Context: an optimization exercise on an open-source flow, tuned for small area. The choices shown serve that exercise and are no tape-out recipe.
Where RTL was checked, it was by simulation tests only, not by an equivalence proof against the original.
Power figures rest on the tool's default switching activity, not on a simulated workload.

## v32
==> flow/design.v (excerpt) <==
module eth_rmii(
	input	wire						sys_rst_n,
	input	wire						rmii_clk,
	input	wire						rmii_rxdv,
	input	wire	[1:0]				rmii_rxdata,
	output	wire						rmii_txen,
	output	wire	[1:0]				rmii_txdata,
	output	wire						rmii_rst,
	output	wire						udp_rxstart,
	output	wire						udp_rxend,
	output	wire						udp_rxdv,
	output	wire	[7:0]				udp_rxdata,
	output	wire	[15:0]				udp_rxamount,
	output	wire	[15:0]				udp_rxnum,
	input	wire						udp_txstart,
	input	wire	[15:0]				udp_txamount,
	input	wire	[7:0]				udp_txdata,
	output	wire						udp_txreq,
	output	wire						udp_txbusy
);
	wire								gmii_rxdv;
	wire	[7:0]						gmii_rxdata;
	wire								gmii_txen;
	wire	[7:0]						gmii_txdata;
	wire								gmii_txbusy;
	wire	[1:0]						tx_phase;
	wire	[7:0]						arp_gmii_txdata;
	wire								arp_working;
	wire								udp_gmii_txen;
	wire	[7:0]						udp_gmii_txdata;
	wire	[47:0]						pc_mac_addr;
	wire	[31:0]						pc_ip_addr;
	wire	[15:0]						pc_port;
	wire								pc_valid;
rmii2gmii								u1_rmii2gmii (
	.sys_rst_n							( sys_rst_n			),
	.rmii_clk							( rmii_clk			),
	.rmii_rxdv							( rmii_rxdv			),
	.rmii_rxdata						( rmii_rxdata		),
	.rmii_txen							( rmii_txen			),
	.rmii_txdata						( rmii_txdata		),
	.rmii_rst							( rmii_rst			),
	.gmii_rxdv							( gmii_rxdv			),
	.gmii_rxdata						( gmii_rxdata		),
	.gmii_txen							( gmii_txen			),
	.gmii_txdata						( gmii_txdata		),
	.gmii_txbusy						( gmii_txbusy		),
	.tx_phase							( tx_phase			)
);
eth_arp_gmii							u2_eth_arp_gmii (
	.sys_clk							( rmii_clk			),
	.sys_rst_n							( sys_rst_n			),
	.gmii_rxdv							( gmii_rxdv			),
	.gmii_rxdata						( gmii_rxdata		),
	.gmii_txbusy						( gmii_txbusy		),
	.tx_phase							( tx_phase			),
  ...
Size in the first run: about 2500 cells after synthesis, roughly 670 flip-flops, ~30000 µm² of cells after synthesis.
export LEC_CHECK = 0
export CAP_MARGIN = 20
export CORE_MARGIN = 2
export CORE_UTILIZATION = 70
export CTS_BUF_LIST = sky130_fd_sc_hd__clkbuf_16
export CTS_CLUSTER_DIAMETER = 100
export CTS_CLUSTER_SIZE = 24
export SLEW_MARGIN = 20
create_clock -name core_clock -period 10.0 [get_ports {rmii_clk}]
standard.sh (not shown) runs the stock make flow with config.mk's settings and CLKGATE_MAP_FILE= SYNTH_SCRIPT=/design/flow/synth_recipe.tcl, a recipe that flattens the netlist after the stock synthesis.
==> flow/flow/run.sh <==
#!/bin/bash
# Layout flow: the standard flow (standard.sh) with three changes.
#  1. Synthesis maps the logic for area: no full/half adder cell extraction
#     (ADDER_MAP_FILE empty) and ABC's default mapping script instead of the
#     ORFS speed script. Every step before ABC is the standard one, so the
#     registers are the standard synthesis's, with the same names and cells.
#  2. The port buffers use the smallest buffer cell.
# Each tool's full output goes to standard.log in this folder (plus ORFS's own logs).
set -euo pipefail
HERE=$(pwd)
sed -e 's#^\(\s*\)log_cmd abc {\*}$abc_args#\1log_cmd abc {*}$lib_args {*}$lib_dont_use_args#' \
  "$FLOW_HOME/scripts/synth.tcl" > "$HERE/synth_area.tcl"
grep -q 'log_cmd abc {\*}$lib_args {\*}$lib_dont_use_args' "$HERE/synth_area.tcl"
sed -e "s#source \$::env(SCRIPTS_DIR)/synth.tcl#source $HERE/synth_area.tcl#" synth_recipe.tcl > "$HERE/synth_recipe_area.tcl"
grep -q "source $HERE/synth_area.tcl" "$HERE/synth_recipe_area.tcl"
sed -e "s#SYNTH_SCRIPT=[^ ]*#SYNTH_SCRIPT=$HERE/synth_recipe_area.tcl#" standard.sh > "$HERE/standard_area.sh"
grep -q "SYNTH_SCRIPT=$HERE/synth_recipe_area.tcl" "$HERE/standard_area.sh"
export ADDER_MAP_FILE=
export BUFFER_PORTS_ARGS="-buffer_cell sky130_fd_sc_hd__buf_1"
bash "$HERE/standard_area.sh" > standard.log 2>&1
Setup changes, v32 to v7
-- flow/config.mk --
<<< v32, line 11
export CTS_BUF_LIST = sky130_fd_sc_hd__clkbuf_16
export CTS_CLUSTER_DIAMETER = 100
export CTS_CLUSTER_SIZE = 24
export SLEW_MARGIN = 20
>>> v7, line 11
export CTS_BUF_LIST = sky130_fd_sc_hd__clkbuf_16
export CTS_CLUSTER_DIAMETER = 100
export CTS_CLUSTER_SIZE = 27
export PLACE_DENSITY = 0.8
export SLEW_MARGIN = 20
==> run notes <==
v7: all stages complete, timing, DRC and antenna checks passed. Between v32 and v7, the routed length per placed instance does not differ in any meaningful way. Relative to v32, the final cell area reported for v7 is lower. Compare v32 and v7 | share of total power in combinational logic higher: v7. Relative to v32, the proportion of cell area occupied by registers of v7 is higher by 0.38 points. Against v32, v7 reports a clock-pin slew reported for the worst setup and hold paths after clock tree synthesis that is higher.
Changes in v15 relative to v7:
==> flow/config.mk <==
export PLATFORM = sky130hd
export DESIGN_NAME = eth_rmii
export DESIGN_NICKNAME = eth_rmii
export VERILOG_FILES = /design/flow/design.v
export SDC_FILE = /design/flow/constraint.sdc
export NUM_CORES = 4
export LEC_CHECK = 0
export CAP_MARGIN = 20
export CORE_MARGIN = 2
export CORE_UTILIZATION = 75
export CTS_BUF_LIST = sky130_fd_sc_hd__clkbuf_16
export CTS_CLUSTER_DIAMETER = 100
export CTS_CLUSTER_SIZE = 24
export SLEW_MARGIN = 20
Notes after the runs:
Diff v7 -> v15: routed wire length higher; detailed-routing iteration count for the pre-antenna-repair pass now larger; area added between synthesis and finish climbed 0.21 points; first-pass GRT wire length went up.
v7 -> v15: total power increased slightly
Looking at clock network fraction of total power, v15 sits 0.8 points higher than v7 does.
Of v15 and v7, the run reporting the lower maximum clock frequency was v15.
Here is what was changed in the inputs of v25 compared with v15.
==> flow/config.mk <==
export PLATFORM = sky130hd
export DESIGN_NAME = eth_rmii
export DESIGN_NICKNAME = eth_rmii
export VERILOG_FILES = /design/flow/design.v
export SDC_FILE = /design/flow/constraint.sdc
export NUM_CORES = 4
export LEC_CHECK = 0
export CAP_MARGIN = 20
export CORE_MARGIN = 2
export CORE_UTILIZATION = 70
export CTS_BUF_LIST = sky130_fd_sc_hd__clkbuf_16
export CTS_CLUSTER_DIAMETER = 100
export CTS_CLUSTER_SIZE = 24
export PLACE_DENSITY = 0.8
export SLEW_MARGIN = 20
Notes after the runs:
v15 -> v25: area fraction of clock buffers and clock inverters flat. v25: routed wire length 2.4% below v15. Final setup skew (v25 over v15): decrease, 0.0098 ns. met1 wire length up 1400 µm in v25 wrt v15. v25 reports a higher part of the power in combinational logic than v15 does.

========
Setup of exp/indigo:
Another version of the RTL of eth_rmii (not shown whole).
Size: ~3400 cells after synthesis, ~690 flip-flops, ~79 I/O pins, ~37000 sq um of cells after synthesis.
clock: 10.0 ns
lec_check: 0
cap_margin: 20
core_margin: 2
core_utilization: 40
cts_buf_list: sky130_fd_sc_hd__clkbuf_16
cts_cluster_diameter: 100
cts_cluster_size: 24
slew_margin: 20
==> flow/flow/run.sh <==
#!/bin/bash
cp standard.sh flow/standard.sh.copy 2>/dev/null
export BUFFER_PORTS_ARGS="-buffer_cell sky130_fd_sc_hd__buf_1"
bash standard.sh > standard.log 2>&1
==> flow/flow/standard.sh.copy <==
#!/bin/bash
# The standard flow's own layout of this design, on the ORFS make targets given (by default finish). After
# finish it leaves the final layout's DEF at /design/flow/out/final.def.
set -euo pipefail
make -C /OpenROAD-flow-scripts/flow DESIGN_CONFIG=/design/flow/config.mk WORK_HOME=/design/flow/orfs CLKGATE_MAP_FILE= SYNTH_SCRIPT=/design/flow/synth_recipe.tcl CAP_MARGIN=20 CORE_MARGIN=2 CORE_UTILIZATION=40 CTS_BUF_LIST=sky130_fd_sc_hd__clkbuf_16 CTS_CLUSTER_DIAMETER=100 CTS_CLUSTER_SIZE=24 SLEW_MARGIN=20 "${@:-finish}"
if [[ -f /design/flow/orfs/results/sky130hd/eth_rmii/base/6_final.odb ]]; then
  : # left out here: write the final layout as DEF
fi
For exp/cedar, these inputs were changed with respect to exp/indigo:
==> flow/run.sh (new file) <==
#!/bin/bash
# synth_recipe.tcl (not shown) runs the flow's synth.tcl, then flattens the netlist and writes it again
# the make line also repeats each setting of config.mk as NAME=value (left out here)
make -C /OpenROAD-flow-scripts/flow DESIGN_CONFIG=/design/flow/config.mk WORK_HOME=/design/flow/orfs CLKGATE_MAP_FILE= SYNTH_SCRIPT=/design/flow/synth_recipe.tcl finish
removed: flow/flow/run.sh
removed: flow/flow/standard.sh.copy
removed: flow/standard.sh
==> run notes <==
Across exp/indigo and exp/cedar, none had a timing, DRC or antenna violation.
The layout overhead on the synthesized area in exp/cedar sits 1.3 points above the value recorded for exp/indigo.
Between exp/indigo and exp/cedar, the flow reports final routed wire length divided by cell count increasing slightly.
Sequential cell area share ended up 0.61 points lower on exp/cedar than on exp/indigo.
exp/cedar does better than exp/indigo on worst clock skew.

========
Another version of the RTL of eth_rmii (not shown whole).
For scale: ~3800 cells after synthesis, about 0.040 mm² of cells after synthesis.
export LEC_CHECK = 0
export CAP_MARGIN = 20
export CORE_MARGIN = 2
export CORE_UTILIZATION = 40
export CTS_BUF_LIST = sky130_fd_sc_hd__clkbuf_4
export CTS_CLUSTER_SIZE = 30
export SLEW_MARGIN = 20
create_clock -name core_clock -period 10.0 [get_ports {rmii_clk}]
run.sh (not shown) runs the stock make flow with config.mk's settings and CLKGATE_MAP_FILE= SYNTH_SCRIPT=/design/flow/synth_recipe.tcl, a recipe that flattens the netlist after the stock synthesis.
Stock flow here: none of the scripts above is used.
The first run ran to the end with no violations.
Next try:
Settings changed: CTS_BUF_LIST sky130_fd_sc_hd__clkbuf_4 to default, CTS_CLUSTER_SIZE 30 to default.
After rerunning: Total power went up by 8.0%; sequential power barely changes; combinational power stays flat; first-iteration DRC count climbs by 7.4%; setup slack is worse by 0.0074 ns; fmax hardly moves.
Function was not checked in any run of this note: the RTL went through the layout flow alone.

========
eth_rmii, a different RTL version from the one above (not shown whole).
For scale: ~3200 cells after synthesis, about 79 I/O pins.
export LEC_CHECK = 0
export CAP_MARGIN = 20
export CORE_MARGIN = 2
export CORE_UTILIZATION = 40
export CTS_BUF_LIST = sky130_fd_sc_hd__clkbuf_16
export CTS_CLUSTER_DIAMETER = 100
export CTS_CLUSTER_SIZE = 24
export SLEW_MARGIN = 20
create_clock -name core_clock -period 10.0 [get_ports {rmii_clk}]
standard.sh (not shown) runs the stock make flow with config.mk's settings and CLKGATE_MAP_FILE= SYNTH_SCRIPT=/design/flow/synth_recipe.tcl, a recipe that flattens the netlist after the stock synthesis.
==> flow/flow/run.sh <==
#!/bin/bash
export BUFFER_PORTS_ARGS="-buffer_cell sky130_fd_sc_hd__buf_1"
bash standard.sh > standard.log 2>&1
The first run finished with timing, DRC and antenna clean.
Rerun with:
- CAP_MARGIN: 20 -> 10
- CORE_UTILIZATION: 40 -> 60
- CTS_CLUSTER_SIZE: 24 -> 30
- SLEW_MARGIN: 20 -> 10
After rerunning:
- total power decreases by 1.9%
- synthesized area stays the same
- via count increases by 3.1%
- design area decreases by about 1.7%
- global-route usage increases by 10 points
- clock-buffer cell count decreases by 6
- clock skew increases by 0.0094 ns
- cell count decreases by about 9%
- maximum frequency decreases by 5.5%
- worst setup slack loses 0.49 ns
- sequential power hardly moves
Function was not checked in any run of this note: the RTL went through the layout flow alone.

========
Another version of the RTL of eth_rmii (not shown whole).
Size: about 3100 cells after synthesis, about 690 flip-flops, ~79 I/O pins, roughly 35000 um2 of cells after synthesis.
export LEC_CHECK = 0
export CAP_MARGIN = 20
export CORE_MARGIN = 2
export CORE_UTILIZATION = 50
export CTS_BUF_LIST = sky130_fd_sc_hd__clkbuf_16
export CTS_CLUSTER_DIAMETER = 100
export CTS_CLUSTER_SIZE = 24
export GPL_TIMING_DRIVEN = 0
export SLEW_MARGIN = 20
create_clock -name core_clock -period 10.0 [get_ports {rmii_clk}]
Scripts as last shown in full above: flow/flow/run.sh
The first run completed without violations.
Then changed:
Settings changed: GPL_TIMING_DRIVEN 0 to not set.
After rerunning: Combinational power hardly moves; synthesized area is unchanged; clock skew is higher by 0.014 ns; final area is lower by 1.5%; clock power is higher by about 7%; worst setup slack gains 0.24 ns; core utilization is lower by 0.83 points; first-iteration DRC count is higher by 5.1%; power is higher by about 0.9%; sequential power is lower by about 1%.
Then changed:
Settings changed: CAP_MARGIN 20 to 0, GPL_TIMING_DRIVEN set to 0, SLEW_MARGIN 20 to 0.
The changed run completed with no timing, DRC or antenna violations.
Maximum frequency drops by 1.5%.
Via count came out higher by 2.9%.
Synthesized area stays the same.

========
## run a
Another version of the RTL of eth_rmii (not shown whole).
Size in the first run: about 2600 cells after synthesis, about 79 I/O pins, ~31000 um^2 of cells after synthesis.
Settings: LEC_CHECK=0, CAP_MARGIN=20, CORE_MARGIN=2, CORE_UTILIZATION=50, CTS_BUF_LIST=sky130_fd_sc_hd__clkbuf_16, CTS_CLUSTER_DIAMETER=100, CTS_CLUSTER_SIZE=24, SLEW_MARGIN=20; clock period 10.0 ns.
==> flow/flow/run.sh <==
#!/bin/bash
# Layout flow: the standard flow (standard.sh) with three changes.
#  1. Synthesis maps the logic for area: no full/half adder cell extraction
#     (ADDER_MAP_FILE empty) and ABC's default mapping script instead of the
#     ORFS speed script. Every step before ABC is the standard one, so the
#     registers are the standard synthesis's, with the same names and cells.
#  2. The port buffers use the smallest buffer cell.
# Each tool's full output goes to standard.log in this folder (plus ORFS's own logs).
set -euo pipefail
HERE=$(pwd)
sed -e 's#^\(\s*\)log_cmd abc {\*}$abc_args#\1log_cmd abc {*}$lib_args {*}$lib_dont_use_args#' \
  "$FLOW_HOME/scripts/synth.tcl" > "$HERE/synth_area.tcl"
grep -q 'log_cmd abc {\*}$lib_args {\*}$lib_dont_use_args' "$HERE/synth_area.tcl"
sed -e "s#source \$::env(SCRIPTS_DIR)/synth.tcl#source $HERE/synth_area.tcl#" synth_recipe.tcl > "$HERE/synth_recipe_area.tcl"
grep -q "source $HERE/synth_area.tcl" "$HERE/synth_recipe_area.tcl"
sed -e "s#SYNTH_SCRIPT=[^ ]*#SYNTH_SCRIPT=$HERE/synth_recipe_area.tcl#" standard.sh > "$HERE/standard_area.sh"
grep -q "SYNTH_SCRIPT=$HERE/synth_recipe_area.tcl" "$HERE/standard_area.sh"
export ADDER_MAP_FILE=
export BUFFER_PORTS_ARGS="-buffer_cell sky130_fd_sc_hd__buf_1"
bash "$HERE/standard_area.sh" > standard.log 2>&1
### run a -> run b
- swapping 50 for 60 in CORE_UTILIZATION
- swapping 24 for 30 in CTS_CLUSTER_SIZE
Notes after the runs:
Any difference in detail-routed net length per standard cell between run a and run b is small enough to ignore. Summary — fraction of layout instances using a drive strength above 1, run b relative to run a: lower, by 0.54 points. The leakage power total of run b was superior to that of run a. The higher switching power came out of run a. The setup slack of run b is larger than that of run a. Between run a and run b, the difference in total sequential power is negligible. Sequential share of layout area: run a and run b compared, lower one is run a. Total number of nets in the final design, run b vs run a: down slightly. For the H-tree level count, run b came in 1 lower than run a did. Diff run a -> run b | total of clock buffers placed in the layout | down by more than 10%.

========
eth_rmii, a different RTL version from the one above (not shown whole).
For scale: ~2,600 cells after synthesis, roughly 670 flip-flops.
==> flow/config.mk <==
export PLATFORM = sky130hd
export DESIGN_NAME = eth_rmii
export DESIGN_NICKNAME = eth_rmii
export VERILOG_FILES = /design/flow/design.v
export SDC_FILE = /design/flow/constraint.sdc
export NUM_CORES = 4
export LEC_CHECK = 0
export CAP_MARGIN = 20
export CORE_MARGIN = 2
export CORE_UTILIZATION = 60
export CTS_BUF_LIST = sky130_fd_sc_hd__clkbuf_16
export CTS_CLUSTER_DIAMETER = 100
export CTS_CLUSTER_SIZE = 24
export SLEW_MARGIN = 20
==> flow/constraint.sdc <==
create_clock -name core_clock -period 10.0 [get_ports {rmii_clk}]
set_input_delay 2.0000 -clock core_clock [delete_from_list [all_inputs] [get_ports {rmii_clk}]]
set_output_delay 2.0000 -clock core_clock [all_outputs]
set_load 0.01 [all_outputs]
Scripts as last shown in full above: flow/flow/run.sh
Rerun with:
Settings changed: CORE_UTILIZATION 60 to 70.
Total power went up by about 0.7%.
Routed wire length went up by 5.3%.
Cell count went down by about 3%.
Design area went down by about 0.5%.
Combinational power went up by about 3%.
Worst setup slack gets worse by 490 ps.
Hold slack gets better by 3.5 ps.

port drivers added, routing unchanged:
Ports are ideal in the flow. The routed layouts listed here were re-timed in OpenROAD.
Step 1: set_driving_cell puts a clkbuf_16 on rmii_clk and a buf_2 on each other input, an assumption about the parent block.
Step 2 also shifts input and output timing later by t, the mid clock arrival at the registers, as if the neighbouring blocks saw the same clock.
Three values: ideal ports, drivers, drivers and shift; two values: the first two.
run | t, ns | slack for setup (ns) | worst slew at a driven data input, ns
v32 | 0.644 | 0.735 / 0.735 / 0.735 | 0.05
v7 | 0.675 | 0.678 / 0.678 / 0.678 | 0.04
v15 | 0.689 | 0.342 / 0.342 / 0.342 | 0.04
v25 | 0.671 | 0.693 / 0.693 / 0.693 | 0.04
exp/indigo | 0.664 | 1.138 / 1.138 / 1.138 | 0.05
exp/cedar | 0.661 | 1.162 / 1.162 / 1.162 | 0.04
the first run of note 3 | 1.114 | 0.561 / 0.561 / 0.561 | 0.05
the second run of note 3 | 0.704 | 0.553 / 0.553 / 0.553 | 0.05
the first run of note 4 | 0.651 | 1.553 / 1.553 / 1.553 | 0.08
the second run of note 4 | 0.693 | 1.059 / 1.059 / 1.059 | 0.04
the first run of note 5 | 0.652 | 0.444 / 0.444 / 0.444 | 0.04
the second run of note 5 | 0.663 | 0.686 / 0.686 / 0.686 | 0.04
the third run of note 5 | 0.657 | 0.544 / 0.544 / 0.544 | 0.04
run a | 0.659 | 1.199 / 1.199 / 1.199 | 0.05
run b | 0.700 | 1.299 / 1.299 / 1.299 | 0.04
the first run of note 7 | 0.653 | 1.465 / 1.465 / 1.465 | 0.04
the second run of note 7 | 0.647 | 0.974 / 0.974 / 0.974 | 0.04
After both steps every run listed still meets setup and hold.
